This is an optimization exercise on Yosys and OpenROAD, whose aim is a short achievable clock period and few clock cycles, not a production implementation. RTL that was checked went through simulation tests only; none was proved equivalent to the original.

==> job 9022 <==
## CHIP
module CHIP(clk,
            rst_n,
            mem_wen_D,
            mem_addr_D,
            mem_wdata_D,
            mem_rdata_D,
            mem_addr_I,
            mem_rdata_I);
export LEC_CHECK = 0
export CAP_MARGIN = 20
export CORE_MARGIN = 2
export CORE_UTILIZATION = 30
export PLACE_DENSITY = 0.45
export SLEW_MARGIN = 20
export SYNTH_HIERARCHICAL = 1
export TNS_END_PERCENT = 10
create_clock -name core_clock -period 10.0 [get_ports {clk}]
standard.sh (not shown) runs the stock make flow with config.mk's settings and CLKGATE_MAP_FILE= SYNTH_SCRIPT=/design/flow/synth_recipe.tcl, a recipe that flattens the netlist after the stock synthesis.
==> flow/flow/run.sh <==
#!/bin/bash
set -euo pipefail
MARGIN=7
sed -E "s/\"\\\$\\{@:-finish\\}\"/SETUP_SLACK_MARGIN=$MARGIN \"\${@:-finish}\"/" standard.sh > my_standard.sh
grep -q "SETUP_SLACK_MARGIN=$MARGIN" my_standard.sh
sed -E "s/\"\\\$\\{@:-finish\\}\"/ADDER_MAP_FILE= \"\${@:-finish}\"/" standard.sh > synth_standard.sh
grep -q "ADDER_MAP_FILE= " synth_standard.sh
bash synth_standard.sh synth > log_synth.txt 2>&1
for t in floorplan place cts route finish; do
  bash my_standard.sh $t > log_$t.txt 2>&1
done
==> inputs of job 8174, as changes to job 9022 <==
--- a/flow/design.v
+++ b/flow/design.v
@@ -1729,31 +1729,33 @@
     output [31:0] mem_wdata_D;
     input  [31:0] mem_rdata_D;
     output [31:0] mem_addr_I ;
     input  [31:0] mem_rdata_I;
     reg  [31:0] PC;
     reg  [31:0] PC_o;                       
     reg         e_valid;
-    reg  [31:0] e_a, e_b, e_imm, e_pc, e_link;
-    reg  [3:0]  e_selA;                     
-    reg  [3:0]  e_selB;                     
-    reg  [1:0]  e_selS;                     
+    reg  [31:0] e_a, e_b, e_r2, e_imm, e_pc, e_link;
+    reg         e_selA, e_selB, e_selS;     
+    reg         e_eq;                       
     reg  [4:0]  e_rd;
     reg         e_wr, e_load, e_store, e_beq, e_jal, e_jalr, e_mul;
     reg         e_add, e_sub, e_and, e_or, e_slt, e_sll, e_sra;
     localparam MQW = 252;                   
     reg  [MQW-1:0] mQ;
     reg  [63:0] mQ2;
-    reg         m_wr, m_load, m_mul, m_ph;
+    reg  [31:0] mres;
+    reg         m_wr, m_load, m_mul;
+    reg  [1:0]  m_ph;
     reg  [4:0]  m_rd;
     reg  [31:0] m_res;
     reg         m_wen;
     reg  [31:0] m_addr, m_wdata;
-    reg  [31:0] l_val;
     reg  [31:0] rf [1:31];
+    wire [31:0] mul_p;
+    wire [31:0] wb = m_load ? mem_rdata_D : m_mul ? mres : m_res;
     wire [31:0] ins = mem_rdata_I;
     wire [4:0]  opc = ins[6:2];
     wire [2:0]  f3  = ins[14:12];
     wire [4:0]  rs1 = ins[19:15];
     wire [4:0]  rs2 = ins[24:20];
     wire [4:0]  rd  = ins[11:7];
     wire d_R     = (opc == 5'b01100);
@@ -1787,28 +1789,29 @@
     rf_read rd1(.regs(rf_flat), .sel(rs1), .q(rv1));
     rf_read rd2(.regs(rf_flat), .sel(rs2), .q(rv2));
     wire hE1 = e_valid & e_wr & (e_rd == rs1);
     wire hE2 = e_valid & e_wr & (e_rd == rs2);
     wire hM1 = m_wr & (m_rd == rs1);
     wire hM2 = m_wr & (m_rd == rs2);
     wire load_use = e_valid & (e_load | e_mul) & ((hE1 & d_use1) | (hE2 & d_use2));
+    wire [31:0] op1 = hM1 ? wb : rv1;
+    wire [31:0] op2 = hM2 ? wb : rv2;
     wire [31:0] jal_tgt;
     jal_add jadd(.pc(PC), .ins(ins), .tgt(jal_tgt));
-    wire [31:0] a, b, r2, alu, sum, tgt;
+    wire [31:0] a, b, r2, alu, addr, tgt;
     wire        eq;
     ex_stage ex(
         .e_a(e_a), .e_b(e_b), .e_imm(e_imm), .e_pc(e_pc), .e_link(e_link),
-        .m_res(m_res), .l_val(l_val),
+        .e_r2(e_r2), .e_eq(e_eq), .m_res(m_res),
         .selA(e_selA), .selB(e_selB), .selS(e_selS),
         .op_add(e_add), .op_sub(e_sub), .op_and(e_and), .op_or(e_or), .op_slt(e_slt),
         .op_sll(e_sll), .op_sra(e_sra), .op_link(e_jal | e_jalr), .jalr(e_jalr),
-        .a(a), .b(b), .r2(r2), .alu(alu), .sum(sum), .eq(eq), .tgt(tgt));
-    wire        m_busy = m_mul & ~m_ph;      
+        .a(a), .b(b), .r2(r2), .alu(alu), .addr(addr), .eq(eq), .tgt(tgt));
+    wire        m_busy = m_mul & ~m_ph[1];   
     wire        taken = e_valid & ~m_busy & (e_jalr | (e_beq & eq));
-    wire [31:0] mul_p;
     wire [63:0] mul_r;
     wire [MQW-1:0] mul_q;
     mul_stA mulA(.a(a), .b(b), .q(mul_q));
     mul_stB mulB(.q(mQ), .p(mul_r));
     mul_add mulC(.r(mQ2), .p(mul_p));
     wire stall = load_use | m_busy;
     wire [31:0] pc_inc = PC + 32'd4;
@@ -1816,50 +1819,51 @@
     wire        s_h = ~taken & stall;
     wire        s_j = ~taken & ~stall & d_jal;
     wire        s_i = ~taken & ~stall & ~d_jal;
     wire [31:0] pc_nxt = ({32{s_t}} & tgt) | ({32{s_h}} & PC) |
                          ({32{s_j}} & jal_tgt) | ({32{s_i}} & pc_inc);
     wire [31:0] pco_nxt = ({32{s_t}} & tgt) | ({32{s_h}} & PC_o) |
                           ({32{s_j}} & jal_tgt) | ({32{s_i}} & (PC_o + 32'd4));
-    wire [31:0] wb = m_load ? mem_rdata_D : m_mul ? mul_p : m_res;
     assign mem_addr_I  = PC_o;
     assign mem_wen_D   = m_wen;
     assign mem_addr_D  = m_addr;
     assign mem_wdata_D = m_wdata;
     always @(posedge clk or negedge rst_n) begin
         if (!rst_n) begin
             PC      <= 32'h00010000;
             PC_o    <= 32'h00010000;
             e_valid <= 1'b0;
             m_wr    <= 1'b0;
             m_wen   <= 1'b0;
             m_mul   <= 1'b0;
-            m_ph    <= 1'b0;
+            m_ph    <= 2'd0;
         end else begin
             PC      <= pc_nxt;
             PC_o    <= pco_nxt;
-            m_ph    <= m_busy;
+            m_ph    <= m_busy ? m_ph + 2'd1 : 2'd0;
             if (!m_busy) begin
                 e_valid <= ~taken & ~load_use;
                 m_wr    <= e_valid & e_wr;
                 m_wen   <= e_valid & e_store;
                 m_mul   <= e_valid & e_wr & e_mul;
             end
         end
     end
     always @(posedge clk) begin
         if (!m_busy) begin
-        e_a    <= rv1;
-        e_b    <= rv2;
+        e_a    <= d_auipc ? PC : op1;
+        e_b    <= d_useimm ? d_imm : op2;
+        e_r2   <= op2;
+        e_eq   <= (op1 == op2);
         e_imm  <= d_imm;
         e_pc   <= PC;
         e_link <= pc_inc;
-        e_selA <= d_auipc  ? 4'b0001 : {hE1, ~hE1 & hM1, ~hE1 & ~hM1, 1'b0};
-        e_selB <= d_useimm ? 4'b0001 : {hE2, ~hE2 & hM2, ~hE2 & ~hM2, 1'b0};
-        e_selS <= {hE2, ~hE2 & hM2};
+        e_selA <= ~d_auipc & hE1;
+        e_selB <= ~d_useimm & hE2;
+        e_selS <= hE2;
         e_rd   <= rd;
         e_wr   <= d_wr;
         e_load <= d_load;
         e_store <= d_store;
         e_beq  <= d_beq;
         e_jal  <= d_jal;
         e_jalr <= d_jalr;
@@ -1869,21 +1873,21 @@
         e_and  <= ~d_mul & (d_R | d_I) & f3 == 3'b111;
         e_or   <= ~d_mul & (d_R | d_I) & f3 == 3'b110;
         e_slt  <= ~d_mul & (d_R | d_I) & f3 == 3'b010;
         e_sll  <= ~d_mul & (d_R | d_I) & f3 == 3'b001;
         e_sra  <= ~d_mul & (d_R | d_I) & f3 == 3'b101;
         m_rd    <= e_rd;
         m_load  <= e_load;
-        l_val   <= wb;
         end
         m_res   <= alu;
-        m_addr  <= sum;
+        m_addr  <= addr;
         m_wdata <= r2;
         mQ  <= mul_q;
         mQ2 <= mul_r;
+        mres <= mul_p;
     end
     generate
         for (gi = 1; gi < 32; gi = gi + 1) begin : g_rf
             always @(posedge clk or negedge rst_n) begin
                 if (!rst_n)
                     rf[gi] <= (gi == 2) ? 32'hbffffff0 : (gi == 3) ? 32'h10008000 : 32'h0;
                 else if (m_wr && !m_busy && m_rd == gi)
@@ -1905,37 +1909,38 @@
     assign tgt = pc + {{12{ins[31]}}, ins[19:12], ins[20], ins[30:21], 1'b0};
 endmodule
 module mul_add(r, p);
     input  [63:0] r;
     output [31:0] p;
     assign p = r[31:0] + r[63:32];
 endmodule
-module ex_stage(e_a, e_b, e_imm, e_pc, e_link, m_res, l_val, selA, selB, selS,
+module ex_stage(e_a, e_b, e_r2, e_eq, e_imm, e_pc, e_link, m_res, selA, selB, selS,
                 op_add, op_sub, op_and, op_or, op_slt, op_sll, op_sra, op_link, jalr,
-                a, b, r2, alu, sum, eq, tgt);
-    input  [31:0] e_a, e_b, e_imm, e_pc, e_link, m_res, l_val;
-    input  [3:0]  selA, selB;
-    input  [1:0]  selS;
+                a, b, r2, alu, addr, eq, tgt);
+    input  [31:0] e_a, e_b, e_r2, e_imm, e_pc, e_link, m_res;
+    input         selA, selB, selS, e_eq;
     input         op_add, op_sub, op_and, op_or, op_slt, op_sll, op_sra, op_link, jalr;
-    output [31:0] a, b, r2, alu, sum, tgt;
+    output [31:0] a, b, r2, alu, addr, tgt;
     output        eq;
-    assign a  = ({32{selA[3]}} & m_res) | ({32{selA[2]}} & l_val) |
-                ({32{selA[1]}} & e_a)   | ({32{selA[0]}} & e_pc);
-    assign b  = ({32{selB[3]}} & m_res) | ({32{selB[2]}} & l_val) |
-                ({32{selB[1]}} & e_b)   | ({32{selB[0]}} & e_imm);
-    assign r2 = ({32{selS[1]}} & m_res) | ({32{selS[0]}} & l_val) |
-                ({32{~(selS[1] | selS[0])}} & e_b);
-    assign sum = op_sub ? (a - b) : (a + b);
+    assign a  = selA ? m_res : e_a;
+    assign b  = selB ? m_res : e_b;
+    assign r2 = selS ? m_res : e_r2;
+    wire [31:0] sum = op_sub ? (a - b) : (a + b);
+    wire [31:0] addr_m = m_res + e_imm;
+    wire [31:0] addr_e = e_a + e_imm;
+    assign addr = selA ? addr_m : addr_e;
     wire        lt  = $signed(a) < $signed(b);
     wire [31:0] shl = a << b[4:0];
     wire [31:0] shr = $signed(a) >>> b[4:0];
     assign alu = ({32{op_add | op_sub}} & sum) |
                  ({32{op_and}} & (a & b)) |
                  ({32{op_or}}  & (a | b)) |
                  ({32{op_slt}} & {31'd0, lt}) |
                  ({32{op_sll}} & shl) |
                  ({32{op_sra}} & shr) |
                  ({32{op_link}} & e_link);
-    assign eq  = (a == b);
+    wire eq_a = (m_res == e_r2);            
+    wire eq_b = (e_a == m_res);             
+    assign eq = selA ? (selS | eq_a) : selS ? eq_b : e_eq;
     wire [31:0] btgt = e_pc + e_imm;
-    assign tgt = ({32{jalr}} & sum) | ({32{~jalr}} & btgt);
+    assign tgt = ({32{jalr}} & addr) | ({32{~jalr}} & btgt);
 endmodule
==> flow/flow/run.sh (replaced) <==
#!/bin/bash
# The standard ORFS layout (standard.sh) with these changes:
#  - synthesis leaves adders to ABC instead of mapping full/half-adder cells first
#    (ADDER_MAP_FILE empty); registers, names and the synthesis script are unchanged;
#  - port buffers are plain buffers (buf_4) rather than the delay cell buffer_ports picks.
# The SDC and every other step are the standard ones. Each make target logs to its own file.
set -euo pipefail
EXTRA='SETUP_SLACK_MARGIN=7 MATCH_CELL_FOOTPRINT=0 "BUFFER_PORTS_ARGS=-buffer_cell sky130_fd_sc_hd__buf_4"'
sed -E "s/\"\\\$\\{@:-finish\\}\"/$EXTRA \"\${@:-finish}\"/" standard.sh > my_standard.sh
grep -q "SETUP_SLACK_MARGIN=7 MATCH_CELL_FOOTPRINT=0" my_standard.sh
sed -E "s/\"\\\$\\{@:-finish\\}\"/ADDER_MAP_FILE= \"\${@:-finish}\"/" standard.sh > synth_standard.sh
grep -q "ADDER_MAP_FILE= " synth_standard.sh
bash synth_standard.sh synth > log_synth.txt 2>&1
for t in floorplan place cts route finish; do
  bash my_standard.sh $t > log_$t.txt 2>&1
done
- CAP_MARGIN: 20 -> 30
==> run summary <==
- Of job 8174 and job 9022, job 8174 has the higher global-route usage (gap 0.42 points).
- Job 8174 passed the timing, DRC and antenna checks. Job 9022 finished but fails on capacitance limit.
- First-iteration DRC count: job 9022 is lower than job 8174 (5.9%).
- Of job 8174 and job 9022, job 8174 has the higher via count (gap about 6%, measured against job 9022).
- Worst setup slack: job 9022 is lower than job 8174 (450 ps).
- Die area: job 9022 is lower than job 8174 (4.6%).
Testbench counts of job 8174, summed over its fixed seeds: cycles 24,307.
No functional check of the RTL was part of job 9022.

what the ideal ports hide:
No port has a modelled driver above. Below, the same layouts with a new extraction and two added sets of constraints.
Step 1, drivers: a clkbuf_16 drives clk and a buf_2 each remaining input, both assumed.
Step 2, shift: input delay + t, output delay - t, t = (earliest + latest rising clock arrival at the registers) / 2. This alone moves slack from input paths to output paths.
Slacks: no drivers / after step 1 / after step 2; pairs: no drivers / after step 1.
| run | t (ns) | slack for setup (ns) | worst setup path after step 2 | latest minus earliest clock arrival (ns) | cell pins on the clock port's net |
|---|---|---|---|---|---|
| job 9022 | 1.011 | 5.056 / 5.056 / 4.353 | input to register | 0.112 / 0.112 | 1 |
| job 8174 | 1.006 | 5.502 / 5.199 / 4.193 | input to register | 0.068 / 0.068 | 1 |
For job 8174, which loses most, drivers alone change the setup slack by -0.303 ns; drivers and shift together by -1.309 ns.
